Context: an optimization exercise on an open-source flow, tuned for small area. The choices shown serve that exercise and are no tape-out recipe.
Only simulation tests tie the RTL to the original design; equivalence was not proved.
Power and IR drop assume default switching activity.

Design system, start of the top module:
module system(output wire RsTx, input wire RsRx, input clk, input btnC);
    wire reset = btnC;
    reg  [7:0] rv;
    reg        lastb;
    reg  [7:0] rxd;
    wire new_input = (rv == 8'd161);
    wire rx_idle   = (rv == 8'd0) | new_input;
    wire rx_samp   = (rv[3:0] == 4'd0) & (rv[7:5] != 3'd0) & ~(rv[7] & rv[5]);
    always @(posedge clk) begin
        if (reset) begin
            rv <= 8'd0; lastb <= 1'b1;
        end else begin
            lastb <= RsRx;
            if (rx_idle & lastb & ~RsRx) rv <= 8'd8;
            else if (new_input)          rv <= 8'd0;
            else if (rv != 8'd0)         rv <= rv + 8'd1;
            if (rx_samp) rxd <= {RsRx, rxd[7:1]};
        end
    end
    reg  [7:0] u;
    reg  [7:0] txb;
    reg        txo, tsp;
    wire [7:0] tb = tsp ? 8'h20 : txb;
    assign RsTx = txo;
    wire sent = (u == 8'd0);
    wire issue;
    wire [7:0] ch;
    always @(posedge clk) begin
        if (reset) begin
            u <= 8'd0; txo <= 1'b1;
        end else begin
            if (issue)          u <= 8'd102;
            else if (u != 8'd0) u <= u + 8'd1;
            if (issue) begin txb <= ch; tsp <= (cnt == 6'd1); end
            else if (got & (st == GETR)) txb <= rxd;
            if (u == 8'd0) txo <= 1'b1;
            else if (u[3:0] == 4'hF) begin
  ...
==> flow/config.mk <==
export PLATFORM = sky130hd
export DESIGN_NAME = system
export DESIGN_NICKNAME = system
export VERILOG_FILES = /design/flow/design.v
export SDC_FILE = /design/flow/constraint.sdc
export NUM_CORES = 4
export LEC_CHECK = 0
export CAP_MARGIN = 0
export CORE_MARGIN = 2
export CORE_UTILIZATION = 40
export CTS_BUF_LIST = sky130_fd_sc_hd__clkbuf_8
export GPL_ROUTABILITY_DRIVEN = 0
export GPL_TIMING_DRIVEN = 0
export SLEW_MARGIN = 0
==> flow/constraint.sdc <==
create_clock -name core_clock -period 150.0 [get_ports {clk}]
set_input_delay 30.0000 -clock core_clock [delete_from_list [all_inputs] [get_ports {clk}]]
set_output_delay 30.0000 -clock core_clock [all_outputs]
set_load 0.01 [all_outputs]
standard.sh (not shown) runs the stock make flow with config.mk's settings and CLKGATE_MAP_FILE= SYNTH_SCRIPT=/design/flow/synth_recipe.tcl, a recipe that flattens the netlist after the stock synthesis.
==> flow/flow/run.sh <==
#!/bin/bash
set -euo pipefail
cd "$(dirname "$0")/.."
W=$PWD
sed "s|$W/synth_recipe.tcl|$W/flow/synth_area.tcl|g" standard.sh > flow/my_standard.sh
grep -q synth_area.tcl flow/my_standard.sh
export CTS_ARGS="-sink_clustering_enable -repair_clock_nets -buf_list sky130_fd_sc_hd__clkbuf_8 -dont_use_dummy_load"
bash flow/my_standard.sh finish > "$W/flow_make.log" 2>&1
==> flow/flow/abc_area.script <==
&get -n
&st
&syn2
&dch -f
&nf -a -R 1000
&put
mfs3 -ae
==> flow/flow/my_standard.sh <==
#!/bin/bash
# The standard flow's own layout of this design, on the ORFS make targets given (by default finish). After
# finish it leaves the final layout's DEF at /design/flow/out/final.def.
set -euo pipefail
make -C /OpenROAD-flow-scripts/flow DESIGN_CONFIG=/design/flow/config.mk WORK_HOME=/design/flow/orfs CLKGATE_MAP_FILE= SYNTH_SCRIPT=/design/flow/flow/synth_area.tcl CAP_MARGIN=0 CORE_MARGIN=2 CORE_UTILIZATION=40 CTS_BUF_LIST=sky130_fd_sc_hd__clkbuf_8 GPL_ROUTABILITY_DRIVEN=0 GPL_TIMING_DRIVEN=0 SLEW_MARGIN=0 "${@:-finish}"
if [[ -f /design/flow/orfs/results/sky130hd/system/base/6_final.odb ]]; then
  : # left out here: write the final layout as DEF
fi
==> flow/flow/synth_area.tcl <==
# The standard flow's synthesis (synth_recipe.tcl) with ABC mapping for area instead of delay
set ::area_dir [file dirname [file normalize [info script]]]
proc abc {args} {
  set j [lsearch -exact $args -script]
  if {$j >= 0} { set args [lreplace $args [expr {$j+1}] [expr {$j+1}] [file join $::area_dir abc_area.script]] }
  yosys abc {*}$args
}
source [file join [file dirname $::area_dir] synth_recipe.tcl]
The starting point completed without violations.
Rerun with:
==> flow/flow/my_standard.sh (replaced) <==
#!/bin/bash
# The standard flow's own layout of this design, on the ORFS make targets given (by default finish). After
# finish it leaves the final layout's DEF at /design/flow/out/final.def.
set -euo pipefail
make -C /OpenROAD-flow-scripts/flow DESIGN_CONFIG=/design/flow/config.mk WORK_HOME=/design/flow/orfs CLKGATE_MAP_FILE= SYNTH_SCRIPT=/design/flow/flow/synth_area.tcl CAP_MARGIN=20 CORE_MARGIN=2 CORE_UTILIZATION=40 CTS_BUF_LIST=sky130_fd_sc_hd__clkbuf_8 GPL_ROUTABILITY_DRIVEN=0 GPL_TIMING_DRIVEN=0 SLEW_MARGIN=20 "${@:-finish}"
if [[ -f /design/flow/orfs/results/sky130hd/system/base/6_final.odb ]]; then
  : # left out here: write the final layout as DEF
fi
Settings changed: CAP_MARGIN 0 to 20, SLEW_MARGIN 0 to 20.
=> Total power stays flat; core utilization climbs by 0.18 points; worst setup slack stays flat; sequential share of layout area shrinks by 0.13 points; routed wire length hardly moves; area after synthesis does not change; flip-flop and latch count does not change; cell count hardly moves; final area grows slightly; critical path depth went down by 2.
Rerun with:
==> flow/flow/abc_area.script (replaced) <==
&get -n
&st
&syn2
&dch -f
&nf -a -R 1000
&put
==> flow/flow/my_standard.sh (replaced) <==
#!/bin/bash
# The standard flow's own layout of this design, on the ORFS make targets given (by default finish). After
# finish it leaves the final layout's DEF at /design/flow/out/final.def.
set -euo pipefail
make -C /OpenROAD-flow-scripts/flow DESIGN_CONFIG=/design/flow/config.mk WORK_HOME=/design/flow/orfs CLKGATE_MAP_FILE= SYNTH_SCRIPT=/design/flow/flow/synth_area.tcl CAP_MARGIN=20 CORE_MARGIN=2 CORE_UTILIZATION=40 CTS_BUF_LIST=sky130_fd_sc_hd__clkbuf_8 SLEW_MARGIN=20 "${@:-finish}"
if [[ -f /design/flow/orfs/results/sky130hd/system/base/6_final.odb ]]; then
  : # left out here: write the final layout as DEF
fi
Settings changed: GPL_ROUTABILITY_DRIVEN 0 to unset, GPL_TIMING_DRIVEN 0 to unset.
=> The new run passed the timing, design-rule and antenna checks; first-iteration DRC count goes up by about 30%; final area goes up by about 2%; total power goes up by about 5%; clock skew hardly moves; worst hold slack gets worse by 51 ps; non-clock buffer count goes up by 4; setup slack gets worse by 12 ps; die area goes up by 2.1%; fmax is about the same; count of clock-buffer cells in the layout stays the same.
Rerun with:
==> flow/flow/abc_area.script (replaced) <==
&get -n
&st
&syn2
&dch -f
&nf -a -R 1000
&put
mfs3 -ae
removed: flow/flow/my_standard.sh
The new run finished clean.
Hold slack gets better by 55 ps.
Setup slack stays flat.
Power falls by a few percent.
Sequential power falls slightly.

-- static timing again, ports no longer ideal --
The results above use ideal ports. As a check the final layouts listed here were re-extracted and re-timed, cells and wires unchanged.
Step 1 sets driving cells, clkbuf_16 on the clock port and buf_2 on the other inputs (assumed; they add their load-dependent delay and slew).
Step 2 also shifts input and output timing later by t, the mid clock arrival at the registers, as if the neighbouring blocks saw the same clock.
Three values: ideal ports, drivers, drivers and shift; two values: the first two.
run	shift t [ns]	slack for setup (ns)	worst setup path at the end	slew at the worst register clock pin (ns)	worst slew at a driven data input, ns
the first run	0.415	118.745 / 118.728 / 118.342	input to register	0.10 / 0.10	0.03
the second run	0.418	118.747 / 118.709 / 118.478	input to register	0.11 / 0.11	0.03
the third run	0.423	118.735 / 118.715 / 118.332	input to register	0.11 / 0.11	0.03
the fourth run	0.422	118.734 / 118.694 / 118.522	input to register	0.11 / 0.11	0.03
After both steps every run listed still meets setup and hold.
